From an optimization exercise on the open Yosys and OpenROAD flow, aimed at small area; shortcuts taken in it are not production practice.
Only simulation tests tie the RTL to the original design; equivalence was not proved.
No driver is modelled on the clock port, so clocking that relies on it looks cheaper here than on a real chip.
No activity file was given, so power comes from the tool's default toggle rates.

==> trial 47 <==
Design PWM_WRAPPER, start of the top module:
module PWM_WRAPPER(
    input           clk,
    input           reset,
    input           chipselect,
    input           write,
    input           read,
    input   [2:0]   address,
    input   [31:0]  writedata,
    output  [31:0]  readdata,
    output          pwm_out
);
reg [31:0] control_reg;
reg [15:0] period_reg;
reg [15:0] duty_reg;
reg [15:0] div_reg;
reg [31:0] data_reg;
reg [15:0] ct1;
reg [15:0] cnt1;
wire enable = control_reg[0];
function ge16;
    input [15:0] a;
    input [15:0] b;
    integer i;
    reg g;
    begin
        g = 1'b1;
        for (i = 0; i < 16; i = i + 1)
            g = (a[i] & ~b[i]) | ((a[i] | ~b[i]) & g);
        ge16 = g;
    end
endfunction
wire tick = ge16(ct1, div_reg);
wire adv = enable & tick;
wire wrap = ge16(cnt1, period_reg);
assign pwm_out = ge16(duty_reg, cnt1) && enable;
assign readdata = data_reg;
always @(posedge clk or posedge reset)
    if (reset) begin
        control_reg <= 32'h0;
        period_reg  <= 16'h0;
        duty_reg    <= 16'h0;
        div_reg     <= 16'h0;
    end else if (chipselect & write) begin
        case (address)
            3'd0: control_reg <= writedata;
            3'd2: period_reg  <= writedata[15:0];
            3'd3: duty_reg    <= writedata[15:0];
            3'd4: div_reg     <= writedata[15:0];
            default: ;
        endcase
    end
always @(posedge clk or posedge reset)
    if (reset)
        data_reg <= 32'h0;
    else if (chipselect & read)
        case (address)
            3'd0: data_reg <= control_reg;
            3'd1: data_reg <= {31'h0, enable};
            3'd2: data_reg <= {16'h0, period_reg};
            3'd3: data_reg <= {16'h0, duty_reg};
            3'd4: data_reg <= {16'h0, div_reg};
            default: data_reg <= 32'h0;
        endcase
always @(posedge clk or posedge reset)
    if (reset)
        ct1 <= 16'h1;
    else if (tick)
        ct1 <= 16'h1;
    else
        ct1 <= ct1 + 16'h1;
always @(posedge clk or posedge reset)
    if (reset)
        cnt1 <= 16'h1;
    else if (adv) begin
        if (wrap)
            cnt1 <= 16'h1;
        else
  ...
==> module PWM_WRAPPER, before the edit <==
module PWM_WRAPPER(
    input           clk,
    input           reset,
    input           chipselect,
    input           write,
    input           read,
    input   [2:0]   address,
    input   [31:0]  writedata,
    output  [31:0]  readdata,
    output          pwm_out
);
reg [31:0] control_reg;
reg [15:0] period_reg;
reg [15:0] duty_reg;
reg [15:0] div_reg;
reg [31:0] data_reg;
reg [15:0] ct1;
reg [15:0] cnt1;
wire enable = control_reg[0];
function ge16;
    input [15:0] a;
    input [15:0] b;
    integer i;
    reg g;
    begin
        g = 1'b1;
        for (i = 0; i < 16; i = i + 1)
            g = (a[i] & ~b[i]) | ((a[i] | ~b[i]) & g);
        ge16 = g;
    end
endfunction
wire tick = ge16(ct1, div_reg);
wire adv = enable & tick;
wire wrap = ge16(cnt1, period_reg);
assign pwm_out = ge16(duty_reg, cnt1) && enable;
assign readdata = data_reg;
always @(posedge clk or posedge reset)
    if (reset) begin
        control_reg <= 32'h0;
        period_reg  <= 16'h0;
        duty_reg    <= 16'h0;
        div_reg     <= 16'h0;
    end else if (chipselect & write) begin
        case (address)
            3'd0: control_reg <= writedata;
            3'd2: period_reg  <= writedata[15:0];
            3'd3: duty_reg    <= writedata[15:0];
            3'd4: div_reg     <= writedata[15:0];
            default: ;
        endcase
    end
always @(posedge clk or posedge reset)
    if (reset)
        data_reg <= 32'h0;
    else if (chipselect & read)
        case (address)
            3'd0: data_reg <= control_reg;
            3'd1: data_reg <= {31'h0, enable};
            3'd2: data_reg <= {16'h0, period_reg};
            3'd3: data_reg <= {16'h0, duty_reg};
            3'd4: data_reg <= {16'h0, div_reg};
            default: data_reg <= 32'h0;
        endcase
always @(posedge clk or posedge reset)
    if (reset)
        ct1 <= 16'h1;
    else if (tick)
        ct1 <= 16'h1;
    else
        ct1 <= ct1 + 16'h1;
always @(posedge clk or posedge reset)
    if (reset)
        cnt1 <= 16'h1;
    else if (adv) begin
        if (wrap)
            cnt1 <= 16'h1;
        else
            cnt1 <= cnt1 + 16'h1;
    end
endmodule
==> flow/config.mk <==
export PLATFORM = sky130hd
export DESIGN_NAME = PWM_WRAPPER
export DESIGN_NICKNAME = PWM_WRAPPER
export VERILOG_FILES = /design/flow/design.v
export SDC_FILE = /design/flow/constraint.sdc
export NUM_CORES = 4
export LEC_CHECK = 0
export CAP_MARGIN = 20
export CORE_MARGIN = 2
export CORE_UTILIZATION = 40
export SLEW_MARGIN = 20
==> flow/constraint.sdc <==
create_clock -name core_clock -period 6.0 [get_ports {clk}]
set_input_delay 1.2000 -clock core_clock [delete_from_list [all_inputs] [get_ports {clk}]]
set_output_delay 1.2000 -clock core_clock [all_outputs]
set_load 0.01 [all_outputs]
run.sh (not shown) runs the stock make flow with config.mk's settings and CLKGATE_MAP_FILE= SYNTH_SCRIPT=/design/flow/synth_recipe.tcl, a recipe that flattens the netlist after the stock synthesis.
==> trial 60 (differences from trial 47) <==
==> flow/design.v (replaced) <==
module PWM_WRAPPER(
    input           clk,
    input           reset,
    input           chipselect,
    input           write,
    input           read,
    input   [2:0]   address,
    input   [31:0]  writedata,
    output  [31:0]  readdata,
    output          pwm_out
);
reg [31:0] control_reg;
reg [15:0] period_reg;
reg [15:0] duty_reg;
reg [15:0] div_reg;
reg        control_v, period_v, duty_v, div_v;
reg [31:0] data_reg;
reg [15:0] ct1_n;
reg [15:0] cnt1_n;
wire [15:0] ct1 = ~ct1_n;
wire [15:0] cnt1 = ~cnt1_n;
wire enable = control_v & control_reg[0];
function ge16;
    input [15:0] a;
    input [15:0] b;
    integer i;
    reg g;
    begin
        g = 1'b1;
        for (i = 0; i < 16; i = i + 1)
            g = (a[i] ~^ b[i]) ? g : a[i];
        ge16 = g;
    end
endfunction
wire tick = ~div_v | ge16(ct1, div_reg);
wire adv = enable & tick;
wire wrap = ~period_v | ge16(cnt1, period_reg);
assign pwm_out = enable & duty_v & ge16(duty_reg, cnt1);
assign readdata = data_reg;
wire wr = chipselect & write;
wire rd = chipselect & read;
always @(posedge clk or posedge reset)
    if (reset) begin
        control_v <= 1'b0;
        period_v  <= 1'b0;
        duty_v    <= 1'b0;
        div_v     <= 1'b0;
    end else if (wr) begin
        case (address)
            3'd0: control_v <= 1'b1;
            3'd2: period_v  <= 1'b1;
            3'd3: duty_v    <= 1'b1;
            3'd4: div_v     <= 1'b1;
            default: ;
        endcase
    end
always @(posedge clk)
    if (wr) begin
        case (address)
            3'd0: control_reg <= writedata;
            3'd2: period_reg  <= writedata[15:0];
            3'd3: duty_reg    <= writedata[15:0];
            3'd4: div_reg     <= writedata[15:0];
            default: ;
        endcase
    end
always @(posedge clk or posedge reset)
    if (reset)
        data_reg <= 32'h0;
    else if (rd)
        case (address)
            3'd0: data_reg <= control_v ? control_reg : 32'h0;
            3'd1: data_reg <= {31'h0, enable};
            3'd2: data_reg <= {16'h0, period_v ? period_reg : 16'h0};
            3'd3: data_reg <= {16'h0, duty_v ? duty_reg : 16'h0};
            3'd4: data_reg <= {16'h0, div_v ? div_reg : 16'h0};
            default: data_reg <= 32'h0;
        endcase
always @(posedge clk)
    if (tick)
        ct1_n <= ~16'h1;
    else
        ct1_n <= ~(ct1 + 16'h1);
always @(posedge clk)
    if (~control_v | (adv & wrap))
        cnt1_n <= ~16'h1;
    else if (adv)
        cnt1_n <= ~(cnt1 + 16'h1);
endmodule
==> flow/flow/run.sh (new file) <==
#!/bin/bash
# Standard layout with these changes:
#  - after the standard synthesis, its combinational logic is mapped again by
#    ABC for area (resyn.abc, run with four random seeds; the smallest result
#    is kept); every flip-flop cell keeps its name and type;
#  - the port buffers are the smallest buffer (buf_1);
#  - CTS builds the tree from clkbuf_4 without dummy loads, then post_cts.tcl
#    upsizes to clkbuf_8 the clock buffers whose flip-flop clock pins have the
#    slowest slew.
set -euo pipefail
export BUFFER_PORTS_ARGS="-buffer_cell sky130_fd_sc_hd__buf_1"
export CTS_ARGS="-sink_clustering_enable -repair_clock_nets -buf_list sky130_fd_sc_hd__clkbuf_4 -dont_use_dummy_load"
export POST_CTS_TCL=$PWD/flow/post_cts.tcl

bash standard.sh synth > synth.log 2>&1

RES=orfs/results/$FLOW_PLATFORM/PWM_WRAPPER/base
LIB=$FLOW_HOME/platforms/$FLOW_PLATFORM/lib/sky130_fd_sc_hd__tt_025C_1v80.lib
YOSYS=yosys
cp $RES/1_2_yosys.v 1_2_yosys.standard.v
DONT_USE=""
for c in $(sed -n '/^export DONT_USE_CELLS/,/^$/p' $FLOW_HOME/platforms/$FLOW_PLATFORM/config.mk | grep -o 'sky130_fd_sc_hd__[a-z0-9_]*'); do
  DONT_USE="$DONT_USE -dont_use $c"
done
for S in 1 2 3 4; do
  sed "s/&deepsyn -T 60/\&deepsyn -T 60 -S $S/" flow/resyn.abc > resyn_$S.abc
  cat > resyn_$S.ys <<EOS
read_liberty -ignore_miss_func $LIB
read_verilog 1_2_yosys.standard.v
hierarchy -top $FLOW_TOP
setattr -mod -set keep_hierarchy 1 sky130_fd_sc_hd__df* sky130_fd_sc_hd__edf* sky130_fd_sc_hd__sdf* sky130_fd_sc_hd__dl* sky130_fd_sc_hd__conb*
flatten
rename -hide $FLOW_TOP/w:*.*
opt_clean -purge
abc -liberty $LIB -script resyn_$S.abc $DONT_USE
opt_clean -purge
splitnets
opt_clean -purge
hilomap -singleton -hicell sky130_fd_sc_hd__conb_1 HI -locell sky130_fd_sc_hd__conb_1 LO
insbuf -buf sky130_fd_sc_hd__buf_4 A X
rename -hide $FLOW_TOP/w:_*
stat -liberty $LIB
select $FLOW_TOP
write_verilog -noattr -noexpr -nohex -nodec -selected 1_2_yosys.resyn_$S.v
EOS
  $YOSYS -s resyn_$S.ys > resyn_$S.log 2>&1 &
done
wait
best=""; best_area=""
for S in 1 2 3 4; do
  a=$(grep "Chip area for top module" resyn_$S.log | awk '{print $NF}' || true)
  echo "seed $S: area $a" >> resyn_pick.log
  if [[ -n "$a" && -s 1_2_yosys.resyn_$S.v ]]; then
    if [[ -z "$best" ]] || awk -v a="$a" -v b="$best_area" 'BEGIN{exit !(a < b)}'; then best=$S; best_area=$a; fi
  fi
done
echo "picked seed $best ($best_area)" >> resyn_pick.log
if [[ -n "$best" ]]; then
  cp 1_2_yosys.resyn_$best.v $RES/1_2_yosys.v
  rm -f $RES/1_synth.odb $RES/1_synth.sdc
fi

bash standard.sh > finish.log 2>&1
==> flow/flow/post_cts.tcl (new file) <==
# Upsize the clock buffers whose flip-flop clock pins see the slowest slew.
estimate_parasitics -placement
set limit 0.110
for {set pass 0} {$pass < 3} {incr pass} {
  set bufs {}
  foreach inst [get_cells *] {
    if {[string match "*__df*" [get_property $inst ref_name]] || [string match "*__edf*" [get_property $inst ref_name]]} {
      set pin [get_pins [get_full_name $inst]/CLK]
      if {[get_property $pin slew_max] > $limit} {
        set net [get_nets -of_objects $pin]
        foreach drv [get_pins -of_objects $net -filter "direction==output"] {
          set c [get_cells -of_objects $drv]
          if {[get_property $c ref_name] eq "sky130_fd_sc_hd__clkbuf_4"} { lappend bufs [get_full_name $c] }
        }
      }
    }
  }
  set bufs [lsort -unique $bufs]
  puts "post_cts pass $pass: upsizing [llength $bufs] clock buffers"
  if {[llength $bufs] == 0} { break }
  foreach b $bufs { replace_cell [get_cells $b] [get_lib_cells sky130_fd_sc_hd__clkbuf_8] }
  detailed_placement
  estimate_parasitics -placement
}
==> flow/flow/resyn.abc (new file) <==
strash
&get -n
&deepsyn -T 60
&put
dch -f
&get -n
&nf -a -R 1000
&put
==> flow/standard.sh (new file) <==
#!/bin/bash
# synth_recipe.tcl (not shown) runs the flow's synth.tcl, then flattens the netlist and writes it again
# the make line also repeats each setting of config.mk as NAME=value (left out here)
make -C /OpenROAD-flow-scripts/flow DESIGN_CONFIG=/design/flow/config.mk WORK_HOME=/design/flow/orfs CLKGATE_MAP_FILE= SYNTH_SCRIPT=/design/flow/synth_recipe.tcl "${@:-finish}"
removed: flow/run.sh
==> notes <==
- Trial 47 produced a clean layout. Trial 60 ran to the end with no violations.
- Of trial 47 and trial 60, trial 47 has the higher hold slack (gap 0.016 ns).
- Of trial 60 and trial 47, trial 47 has the higher synthesized cell count (gap about 40%, measured against trial 47).
- Of trial 60 and trial 47, trial 47 has the higher power (gap about 40%, measured against trial 47).
- In count of clock-buffer cells in the layout, trial 60 and trial 47 do not differ.
==> figures <==
|  | trial 60 | trial 47 |
|---|---|---|
| Timing-limited maximum frequency | 0.215 GHz | 0.248 GHz |
| Power Clock | 455 uW | 1.19 mW |
| Met3 wire length | 891 microns | 814 microns |
| Clock tree sinks | 148 | 144 |
| Hold Crit Start | control_reg[4]$_DFFE_PP_ | data_reg[31]$_DFFE_PP0P_ |
| Cell at the slowest stage of the critical path | sky130_fd_sc_hd__edfxtp_1 | sky130_fd_sc_hd__clkdlybuf4s50_1 |
| Critical register-to-register path startpoint | div_reg[1]$_DFFE_PP_ | ct1[0]$_DFF_PP1_ |
| Detailed-router iteration count before antenna repair | 6 | 5 |
| Internal | 1.35 mW | 2.21 mW |
| Result of the run | no timing/DRC/antenna violations | no timing/DRC/antenna violations |

==> separate check: timing with driven ports <==
How much do the figures lean on ideal ports? The routed layouts below were timed once more, with nothing changed but the port constraints. Step 1 (the two cells are an assumption about what drives the block):
set clk [get_ports {clk}]
set_driving_cell -lib_cell sky130_fd_sc_hd__clkbuf_16 $clk
set_driving_cell -lib_cell sky130_fd_sc_hd__buf_2 [delete_from_list [all_inputs] $clk]
Step 2, shift: input delay + t, output delay - t, t = (earliest + latest rising clock arrival at the registers) / 2. This alone moves slack from input paths to output paths. Slacks: ideal / step 1 / step 2; pairs: ideal / step 1.
run	t, ns	slack for setup (ns)	slew at the worst register clock pin (ns)
trial 47	0.463	1.965 / 1.923 / 1.873	0.06 / 0.06
trial 60	0.567	1.341 / 1.341 / 1.341	0.10 / 0.10
After both steps setup and hold are still met in every run listed. The setup slack of trial 47, which loses most, moves by -0.042 ns with the drivers and by -0.092 ns with both steps.
